From an optimization exercise on the open Yosys and OpenROAD flow, aimed at small area; shortcuts taken in it are not production practice. In this exercise RTL edits were held to simulation tests only and were not proved equivalent to the original. The clock port is modelled as an ideal driver, which makes a skipped or thinned clock tree look cheaper than it is; a real chip needs a root buffer or a tree. No activity file was given, so power comes from the tool's default toggle rates.

zinc:
// poly_fir_stage1
module poly_fir_stage1 #(
    parameter int DECIMATION_FACTOR = 9,
    parameter int TAP_LEN          = 63,
    parameter int DATA_WIDTH       = 16,
    parameter int COEF_WIDTH       = 16,
    parameter int BUF_LEN          = 64
    )(
    input  logic                          clk,
    input  logic                          rst,
    input  logic                          din_valid,
    output logic                          dout_valid,
    input  logic signed [DATA_WIDTH-1:0]  din,
    output logic signed [DATA_WIDTH-1:0]  dout
    );
    localparam int LW = 20;           
    localparam int HW = 32 - LW;      
    wire accept = din_valid & ~rst;
    logic       qs;
    logic [2:0] qm;
    always_ff @(posedge clk) begin
        if (rst) begin
            qs <= 1'b0;
            qm <= 3'd4;
        end else if (accept) begin
            if (qs) begin
                if (qm == 3'd1) begin
                    qs <= 1'b0;
                    qm <= 3'd0;
                end else begin
                    qm <= qm - 3'd1;
                end
            end else begin
                if (qm == 3'd4) qs <= 1'b1;
                else qm <= qm + 3'd1;
            end
        end
    end
    logic       go;
    logic       busy;
    logic [1:0] r;
  ...
For scale: ~850 cells after synthesis, ~270 flip-flops, ~9600 sq um of cells after synthesis.
==> flow/config.mk <==
export PLATFORM = sky130hd
export DESIGN_NAME = poly_fir_stage1
export DESIGN_NICKNAME = poly_fir_stage1
export VERILOG_FILES = /design/flow/design.v
export SDC_FILE = /design/flow/constraint.sdc
export NUM_CORES = 8
export LEC_CHECK = 0
export CAP_MARGIN = 20
export CORE_MARGIN = 2
export CORE_UTILIZATION = 60
export SLEW_MARGIN = 20
==> flow/constraint.sdc <==
create_clock -name core_clock -period 10.0 [get_ports {clk}]
set_input_delay 2.0000 -clock core_clock [delete_from_list [all_inputs] [get_ports {clk}]]
set_output_delay 2.0000 -clock core_clock [all_outputs]
set_load 0.01 [all_outputs]
standard.sh (not shown) runs the stock make flow with config.mk's settings and CLKGATE_MAP_FILE= SYNTH_SCRIPT=/design/flow/synth_recipe.tcl, a recipe that flattens the netlist after the stock synthesis.
==> flow/flow/run.sh <==
#!/bin/bash
set -euo pipefail
export BUFFER_PORTS_ARGS="-buffer_cell sky130_fd_sc_hd__buf_1"
export CTS_ARGS="-sink_clustering_enable -repair_clock_nets -sink_clustering_size ${CTS_SIZE:-24} -sink_clustering_max_diameter ${CTS_DIAM:-60} -buf_list sky130_fd_sc_hd__clkbuf_16 -dont_use_dummy_load"
bash standard.sh finish > make_flow.log 2>&1
zinc ended with every stage complete and zero timing, DRC or antenna violations.
What juniper does differently from zinc at the input level:
==> flow/flow/run.sh <==
#!/bin/bash
set -euo pipefail
export BUFFER_PORTS_ARGS="-buffer_cell sky130_fd_sc_hd__buf_1"
export CTS_ARGS="-sink_clustering_enable -repair_clock_nets -sink_clustering_size ${CTS_SIZE:-28} -sink_clustering_max_diameter ${CTS_DIAM:-100} -buf_list sky130_fd_sc_hd__clkbuf_16 -dont_use_dummy_load"
bash standard.sh finish > make_flow.log 2>&1
--- a/flow/config.mk
+++ b/flow/config.mk
@@ -10 +10,2 @@
-export CORE_UTILIZATION = 60
+export CORE_UTILIZATION = 75
+export PLACE_DENSITY = 0.85
--- outcome ---
- Power: juniper draws more than zinc
- Diff zinc -> juniper: internal reg-to-reg setup slack decreased by 0.12 ns relative to the old numbers, number of cells on the critical path picked up an extra 2, number of CTS-inserted buffers went down 4, setup slack lost 0.12 ns.
- Cells: juniper has fewer instances than zinc
- Met3 usage in global routing: higher on juniper
- The lower worst path required time of juniper and zinc is in juniper.
- For the worst voltage drop across the vdd grid, juniper came in about 60% higher than zinc did.
- Cmp juniper and zinc / cell area / higher: zinc
Here is what was changed in the inputs of harbor compared with juniper.
==> flow/flow/run.sh <==
#!/bin/bash
# Own layout flow: the standard flow (standard.sh) with changes that only affect how the
# layout is built:
#  - synthesis: flow/synth.tcl (the standard flow's synthesis script with an area-oriented ABC mapping;
#    same registers, names and cell types),
#  - port buffers use the smallest buffer cell,
#  - clock tree synthesis builds one level of large clock buffers without dummy loads,
set -euo pipefail
here=$(pwd)
export OWN_ABC_SCRIPT="$here/flow/area.abc"
export BUFFER_PORTS_ARGS="-buffer_cell sky130_fd_sc_hd__buf_1"
export CTS_ARGS="-sink_clustering_enable -repair_clock_nets -sink_clustering_size 24 -sink_clustering_max_diameter 60 -buf_list sky130_fd_sc_hd__clkbuf_16 -dont_use_dummy_load"
sed "s#SYNTH_SCRIPT=[^ ]*#SYNTH_SCRIPT=$here/flow/synth.tcl#" standard.sh > own_standard.sh
bash own_standard.sh finish > make_flow.log 2>&1
==> flow/flow/area.abc (new file) <==
strash
 &get -n
 &fraig -x
 &put
 scorr
 dc2
 strash
 &get -n
 &dch -f
 &nf -a
 &put
==> flow/flow/synth.tcl (new file) <==
# The standard synthesis (synth_recipe.tcl) with two changes to the combinational mapping only:
# Yosys's synth runs without its internal quick ABC pass (so full adders are extracted from the
# RTL's own adder structure), and the final ABC mapping uses flow/area.abc. Register inference,
# flip-flop mapping, flattening and renaming are unchanged.
proc synth {args} { yosys synth -nofsm -noshare -noabc {*}$args }
proc abc {args} {
  set i [lsearch -exact $args -script]
  if {$i >= 0} { lset args [expr {$i+1}] $::env(OWN_ABC_SCRIPT) }
  yosys abc {*}$args
}
source $::env(SCRIPTS_DIR)/synth.tcl
# left out here: clear keep_hierarchy, flatten, clean up, hide names made inside functions, write 1_2_yosys.v
--- a/flow/config.mk
+++ b/flow/config.mk
@@ -10,2 +10 @@
-export CORE_UTILIZATION = 75
-export PLACE_DENSITY = 0.85
+export CORE_UTILIZATION = 60
==> summary.txt <==
- harbor reached the final stage; the timing, design-rule and antenna checks on its layout passed.
- juniper completed every stage of the flow, and the final layout passed the timing, design-rule and antenna checks.
- Summary of harbor over juniper: count of non-CTS buffers in the layout now sits lower; clock power share +2.2 points; horizontal extent of the die picked up an extra 7.2%; area growth from synthesis to layout picked up an extra 3.4 points; global routing met3 resource utilization fell by 1.5 points.
Setup changes, harbor to violet
==> flow/run.sh (new file) <==
#!/bin/bash
# synth_recipe.tcl (not shown) runs the flow's synth.tcl, then flattens the netlist and writes it again
# the make line also repeats each setting of config.mk as NAME=value (left out here)
make -C /OpenROAD-flow-scripts/flow DESIGN_CONFIG=/design/flow/config.mk WORK_HOME=/design/flow/orfs CLKGATE_MAP_FILE= SYNTH_SCRIPT=/design/flow/synth_recipe.tcl finish
--- a/flow/config.mk
+++ b/flow/config.mk
@@ -10,0 +11 @@
+export CTS_BUF_LIST = sky130_fd_sc_hd__clkbuf_4
removed: flow/flow/run.sh
removed: flow/flow/area.abc
removed: flow/flow/synth.tcl
removed: flow/standard.sh
## What came out
Changes observed in violet relative to harbor: fraction of synthesized cell area in xor and xnor cells saw a decrease, overall routed net length higher, share of the cycle needed by the critical path after routing increased by 1.4 points relative to the old numbers, floorplan die height went up 3.9%. violet — met1 routing resource usage after global routing 2.1 points lower, harbor as reference. For the clock buffer count, violet came in 76 higher than harbor did.

========
== run 1 ==
Another version of the RTL of poly_fir_stage1 (not shown whole).
## poly_fir_stage1
module poly_fir_stage1 #(
    parameter int DECIMATION_FACTOR = 9,
    parameter int TAP_LEN          = 63,
    parameter int DATA_WIDTH       = 16,
    parameter int COEF_WIDTH       = 16,
    parameter int BUF_LEN          = 64
    )(
    input  logic                          clk,
    input  logic                          rst,
    input  logic                          din_valid,
    output logic                          dout_valid,
    input  logic signed [DATA_WIDTH-1:0]  din,
    output logic signed [DATA_WIDTH-1:0]  dout
    );
Settings: LEC_CHECK=0, CAP_MARGIN=0, CORE_MARGIN=2, CORE_UTILIZATION=65, GPL_TIMING_DRIVEN=0, SLEW_MARGIN=0; clock period 10.0 ns.
==> flow/flow/run.sh <==
#!/bin/bash
# Own layout flow: the standard flow (standard.sh) with changes that only affect how the
# layout is built:
#  - synthesis: flow/synth.tcl (the standard flow's synthesis script with an area-oriented ABC mapping;
#    same registers, names and cell types),
#  - port buffers use the smallest buffer cell,
#  - the clock tree is built by flow/cts_manual.tcl (one root buffer, nine leaf buffers over
#    equal groups of flip-flops) in place of clock_tree_synthesis,
set -euo pipefail
here=$(pwd)
export OWN_ABC_SCRIPT="$here/flow/area.abc"
export BUFFER_PORTS_ARGS="-buffer_cell sky130_fd_sc_hd__buf_1"
export PRE_CTS_TCL="$here/flow/cts_manual.tcl"
export OWN_CTS_LEAVES=9 OWN_CTS_COLS=3 OWN_CTS_CLOCK_PORT=clk
export OWN_CTS_LEAF_BUF=sky130_fd_sc_hd__clkbuf_16 OWN_CTS_ROOT_BUF=sky130_fd_sc_hd__clkbuf_4
sed "s#SYNTH_SCRIPT=[^ ]*#SYNTH_SCRIPT=$here/flow/synth.tcl#" standard.sh > own_standard.sh
bash own_standard.sh finish > make_flow.log 2>&1
==> flow/flow/area.abc <==
strash
 &get -n
 &fraig -x
 &put
 scorr
 dc2
 strash
 &get -n
 &deepsyn -J 300
 &synch2
 &dch -f
 &nf -a -R 1000
 &put
 mfs3 -ae
 strash
 &get -n
 &dch -f
 &nf -a -R 1000
 &put
 mfs3 -ae
Other scripts of this flow, unchanged in this note and not shown: flow/flow/cts_manual.tcl, flow/flow/synth.tcl
Status: run 1 FAILED at 1_2_yosys (tool error)
The inputs of run 2 differ from those of run 1 as listed below.
Settings: SLEW_MARGIN now 20, was 0; CAP_MARGIN now 20, was 0.
-- flow/flow/area.abc --
<<< run 1, line 13
 &put
 mfs3 -ae
 strash
>>> run 2, line 13
 &put
 mfs3 -a
 strash
<<< run 1, line 19
 &put
 mfs3 -ae
>>> run 2, line 19
 &put
==> summary.txt <==
Among run 2 and run 1, a clean, completed layout was produced by run 2 alone.
Run 1 did not finish: a tool error stopped it during 1_2_yosys.
[inputs] run 3 vs run 2
Settings: changing CAP_MARGIN from 20 to 0; changing CORE_UTILIZATION from 65 to 50; changing SLEW_MARGIN from 20 to 0.
### Flow results
Run 3 went all the way through the flow, and no timing, DRC or antenna check failed. In the metrics for run 2 and run 3, the one carrying the higher combinational power is run 3. Looking at area of all placed cells without fillers across both flows, run 3 is the weaker of the two, with run 2 ahead. Re detailed-route wire length: run 2 and run 3 aren't equal, and the higher value belongs to run 3. Run 3 ended with more measured slew at the worst slew-check pin than run 2. Between run 2 and run 3, the count of nets after finishing does not differ in any meaningful way. Status: required time of the critical path parity (run 3, run 2). Run 3 vs run 2, busiest metal layer after global routing: met1 vs met2. Run 3 against run 2: total power after layout barely changed; highest ir drop seen on vdd dropped 0.0095 mV; worst setup slack picked up an extra 70 ps.
The clock cells of run 2 and run 3 come from the design's own scripts or RTL, not from TritonCTS.

[static timing again, ports no longer ideal]
No port has a modelled driver above. Below, the same layouts with a new extraction and two added sets of constraints. Step 1, drivers: a clkbuf_16 drives clk and a buf_2 each remaining input, both assumed. Step 2 moves the port delays by t, midway between the first and last clock arrival at a register: inputs arrive t later, outputs are due t later. That takes back most of the time a late clock gives input paths. Slacks: ideal ports / drivers / drivers and shift; pairs: ideal ports / drivers.
| run | t (ns) | slack for setup (ns) | worst hold slack (ns) | clock arrival spread, ns | worst slew at a driven data input, ns |
|---|---|---|---|---|---|
| zinc | 0.502 | 0.367 / 0.367 / 0.367 | 0.289 / 0.289 / 0.289 | 0.084 / 0.084 | 0.04 |
| juniper | 0.494 | 0.246 / 0.246 / 0.246 | 0.292 / 0.292 / 0.292 | 0.037 / 0.037 | 0.05 |
| harbor | 0.495 | 0.570 / 0.570 / 0.570 | 0.293 / 0.293 / 0.293 | 0.040 / 0.041 | 0.03 |
| violet | 0.671 | 0.434 / 0.434 / 0.434 | 0.298 / 0.298 / 0.298 | 0.034 / 0.034 | 0.04 |
| run 2 | 0.655 | 0.348 / 0.348 / 0.348 | 0.334 / 0.334 / 0.334 | 0.016 / 0.016 | 0.03 |
| run 3 | 0.643 | 0.418 / 0.418 / 0.418 | 0.334 / 0.334 / 0.334 | 0.019 / 0.019 | 0.03 |
After both steps setup and hold are still met in every run listed.
